From an optimization exercise on the open Yosys and OpenROAD flow, aimed at small area, a short achievable clock period and few clock cycles; shortcuts taken in it are not production practice.
The RTL was checked by simulation tests, not by an equivalence proof against the original design.

## job 6538
==> flow/design.v (excerpt) <==
module minimax(
   opt, move,
   grid, column_counts, player, sw, clk
);
input [83:0] grid;
input [20:0] column_counts;
input player;
input sw;
input clk;
output [6:0] opt;
output move;
reg [41:0] t, ts;
reg [6:0]  vld;                  
reg [6:0]  stv;                  
integer c, r, j;
always @(*) begin
  for (c = 0; c < 7; c = c + 1) begin
    vld[c] = !(column_counts[3*c + 2] && column_counts[3*c + 1]);
    stv[c] = !column_counts[3*c + 2] || !(column_counts[3*c + 1] || column_counts[3*c]);
    for (r = 0; r < 6; r = r + 1) begin
      t[6*c + r]  = column_counts[3*c +: 3] == r;
      ts[6*c + r] = r > 0 && column_counts[3*c +: 3] == r - 1;
    end
  end
end
wire [6:0]  a4, n4, s4;
wire [20:0] a3, n3, s3;
score     score_a (.grid(grid), .t(t),  .f4(a4), .f3(a3));
score_opp score_n (.grid(grid), .t(t),  .f4(n4), .f3(n3));
score_stk score_s (.grid(grid), .t(ts), .f4(s4), .f3(s3));
function [6:0] therm;
  input [2:0] v;
  begin
    therm[0] = v[2] | v[1] | v[0];
    therm[1] = v[2] | v[1];
    therm[2] = v[2] | v[1] & v[0];
    therm[3] = v[2];
    therm[4] = v[2] & (v[1] | v[0]);
    therm[5] = v[2] & v[1];
    therm[6] = v[2] & v[1] & v[0];
  end
endfunction
function [2:0] untherm;
  input [6:0] m;
  begin
    untherm[2] = m[3];
    untherm[1] = m[1] & ~m[3] | m[5];
    untherm[0] = m[0] & ~m[1] | m[2] & ~m[3] | m[4] & ~m[5] | m[6];
  end
endfunction
function gt6;
  input [5:0] a, b;
  integer i;
  begin
    gt6 = 1'b0;
    for (i = 0; i < 6; i = i + 1)
      gt6 = (a[i] & ~b[i]) | (~(a[i] ^ b[i]) & gt6);
  end
endfunction
function [1:0] rank;              
  input integer k;
  rank = (k == 3) ? 2'd3 : (k == 2 || k == 4) ? 2'd2 : (k == 1 || k == 5) ? 2'd1 : 2'd0;
endfunction
function [6:0] pos;
  input integer k;
  input [2:0] h;
  case (h)
    3'd0: pos = 13 - 2*k;
    3'd1: pos = 27 - 2*k;
    3'd2: pos = 41 - 2*k;
    3'd3: pos = 55 - 2*k;
    3'd4: pos = 69 - 2*k;
    default: pos = 83 - 2*k;
  endcase
endfunction
reg [7:0] nt [0:6];              
reg [7:0] st [0:6];
reg [7:0] g01, g23, g45, g456, g0123;
reg [7:0] mt;
reg [3:0] d;
reg [5:0] key [0:6];
always @(*) begin
  for (c = 0; c < 7; c = c + 1) begin
    nt[c] = vld[c] ? {n4[c], therm(n3[3*c +: 3])} : 8'd0;
  ...
export LEC_CHECK = 0
export ABC_AREA = 1
export CAP_MARGIN = 20
export CORE_MARGIN = 2
export CORE_UTILIZATION = 50
export SLEW_MARGIN = 20
create_clock -name core_clock -period 11.0 [get_ports {clk}]
standard.sh (not shown) runs the stock make flow with config.mk's settings and CLKGATE_MAP_FILE= SYNTH_SCRIPT=/design/flow/synth_recipe.tcl, a recipe that flattens the netlist after the stock synthesis.
==> flow/flow/run.sh <==
#!/bin/bash
# Layout flow: the standard flow (standard.sh), with these changes:
#  - synthesis leaves adders as plain gates for abc instead of mapping them to
#    the platform's full/half adder cells (ADDER_MAP_FILE empty), which gives a
#    much shallower netlist for this design's bit counts and comparisons;
#  - every port still gets its own buffer, but a plain buf_2 rather than the
#    slow clkdlybuf4s50_1 that buffer_ports picks by default;
set -o pipefail
cp standard.sh standard_sh.log
export ADDER_MAP_FILE=
export BUFFER_PORTS_ARGS="-buffer_cell sky130_fd_sc_hd__buf_2"
SETUP_SLACK_MARGIN=3.8 bash standard.sh cts > standard_to_cts.log 2>&1 || exit 1
SETUP_SLACK_MARGIN=0 bash standard.sh finish > standard.log 2>&1
Job 6538: done, clean on timing, DRC and antenna
Testbench counts of job 6538, summed over its fixed seeds: cycles 960.
### job 6538 -> job 9752
# job 6538
export LEC_CHECK = 0
export ABC_AREA = 1
export CAP_MARGIN = 20
export CORE_MARGIN = 2
export CORE_UTILIZATION = 50
export SLEW_MARGIN = 20
create_clock -name core_clock -period 11.0 [get_ports {clk}]
# job 9752
export LEC_CHECK = 0
export ABC_AREA = 1
export CAP_MARGIN = 20
export CORE_MARGIN = 2
export CORE_UTILIZATION = 65
export PLACE_DENSITY = 0.75
export SLEW_MARGIN = 20
create_clock -name core_clock -period 11.0 [get_ports {clk}]
==> flow/flow/run.sh <==
#!/bin/bash
# Layout flow: the standard flow (standard.sh) unchanged, except that
#  - synthesis leaves adders as plain gates for abc instead of mapping them to
#    the platform's full/half adder cells (ADDER_MAP_FILE empty), which gives a
#    much shallower netlist for this design's bit counts and comparisons;
#  - every port still gets its own buffer, but a plain buf_2 rather than the
#    slow clkdlybuf4s50_1 that buffer_ports picks by default.
set -o pipefail
cp standard.sh standard_sh.log
export ADDER_MAP_FILE=
export BUFFER_PORTS_ARGS="-buffer_cell sky130_fd_sc_hd__buf_2"
bash standard.sh > standard.log 2>&1
- Reported for job 6538 and job 9752, number of clock buffers inserted by TritonCTS turned out identical to the last digit.
- Job 9752 against job 6538; final weighted congestion in routability-driven placement is up by more than 10%.
- Job 6538 -> job 9752: average cell area after synthesis flat
- Looking only at width of the chip, and setting everything else aside, the lower value of job 6538 and job 9752 goes to job 9752.
- Compared with job 6538, placed standard-cell area in job 9752 decreased slightly.
- global routing (5_1_grt): job 9752 exited with error
- [job 9752 vs job 6538] buffers inserted during post-CTS setup optimization: lower in job 9752
- Re post-synthesis register bit count: no difference whatsoever between job 6538 and job 9752.
- Job 6538 -> job 9752: number of placement rows decreased by more than 10%
- Synthesized netlist cell count came out exactly the same in job 6538 and job 9752.
- Summary of job 9752 over job 6538: half-perimeter wire length after detailed placement saw a decrease; starting utilization of the core area saw an increase.
> inputs changed (job 9752 -> job 6914)
# job 9752
export LEC_CHECK = 0
export ABC_AREA = 1
export CAP_MARGIN = 20
export CORE_MARGIN = 2
export CORE_UTILIZATION = 65
export PLACE_DENSITY = 0.75
export SLEW_MARGIN = 20
create_clock -name core_clock -period 11.0 [get_ports {clk}]
# job 6914
export LEC_CHECK = 0
export ABC_AREA = 1
export CAP_MARGIN = 20
export CORE_MARGIN = 2
export CORE_UTILIZATION = 50
export SLEW_MARGIN = 20
create_clock -name core_clock -period 11.0 [get_ports {clk}]
==> flow/flow/run.sh <==
#!/bin/bash
# Layout flow: the standard flow (standard.sh), with these changes:
#  - synthesis leaves adders as plain gates for abc instead of mapping them to
#    the platform's full/half adder cells (ADDER_MAP_FILE empty), which gives a
#    much shallower netlist for this design's bit counts and comparisons;
#  - every port still gets its own buffer, but a plain buf_2 rather than the
#    slow clkdlybuf4s50_1 that buffer_ports picks by default;
set -o pipefail
cp standard.sh standard_sh.log
export ADDER_MAP_FILE=
export BUFFER_PORTS_ARGS="-buffer_cell sky130_fd_sc_hd__buf_2"
SETUP_SLACK_MARGIN=3.8 bash standard.sh cts > standard_to_cts.log 2>&1 || exit 1
SETUP_SLACK_MARGIN=3.3 bash standard.sh finish > standard.log 2>&1
--- outcome ---
Of job 6914 and job 9752, only job 9752 fails to finish with a clean layout.
On post-detailed-placement half-perimeter wirelength: between job 6914 and job 9752, it ends up higher for job 6914.
Reported for job 6914 and job 9752, average size of a mapped cell turned out identical to the last digit.
Compared with job 9752, job 6914 shows number of setup buffers added after CTS higher by 13.
Diff job 9752..job 6914 | H-tree depth reported by CTS | unchanged
Sort job 6914 and job 9752 by worst slack at placement desc -> top: job 9752
Compared with job 9752, in job 6914 compound-gate portion of the synthesized area comparable; cell row count now larger.
Delta (job 6914 minus job 9752): final weighted congestion of routability-driven global placement went down by 0.24; cell area reported after detailed placement went up by 110 um^2; number of placed cells counting well taps went up by 90.

==> what the ideal ports hide <==
The results above use ideal ports. As a check the final layouts listed here were re-extracted and re-timed, cells and wires unchanged. Step 1 assumes that a clkbuf_16 drives the clock port and a buf_2 every other input. Step 2 also shifts input and output timing later by t, the mid clock arrival at the registers, as if the neighbouring blocks saw the same clock. Three values: ideal ports, drivers, drivers and shift; two values: the first two.
| run | t (ns) | setup WS [ns] | worst setup path at the end | worst slew at a driven data input, ns |
|---|---|---|---|---|
| job 6538 | 0.282 | 3.176 / 3.181 / 2.899 | input to register | 0.08 |
| job 6914 | 0.281 | 3.486 / 3.492 / 3.211 | input to register | 0.08 |
After both steps every run listed still meets setup and hold. The setup slack of job 6538, which loses most, moves by +0.005 ns with the drivers and by -0.277 ns with both steps.
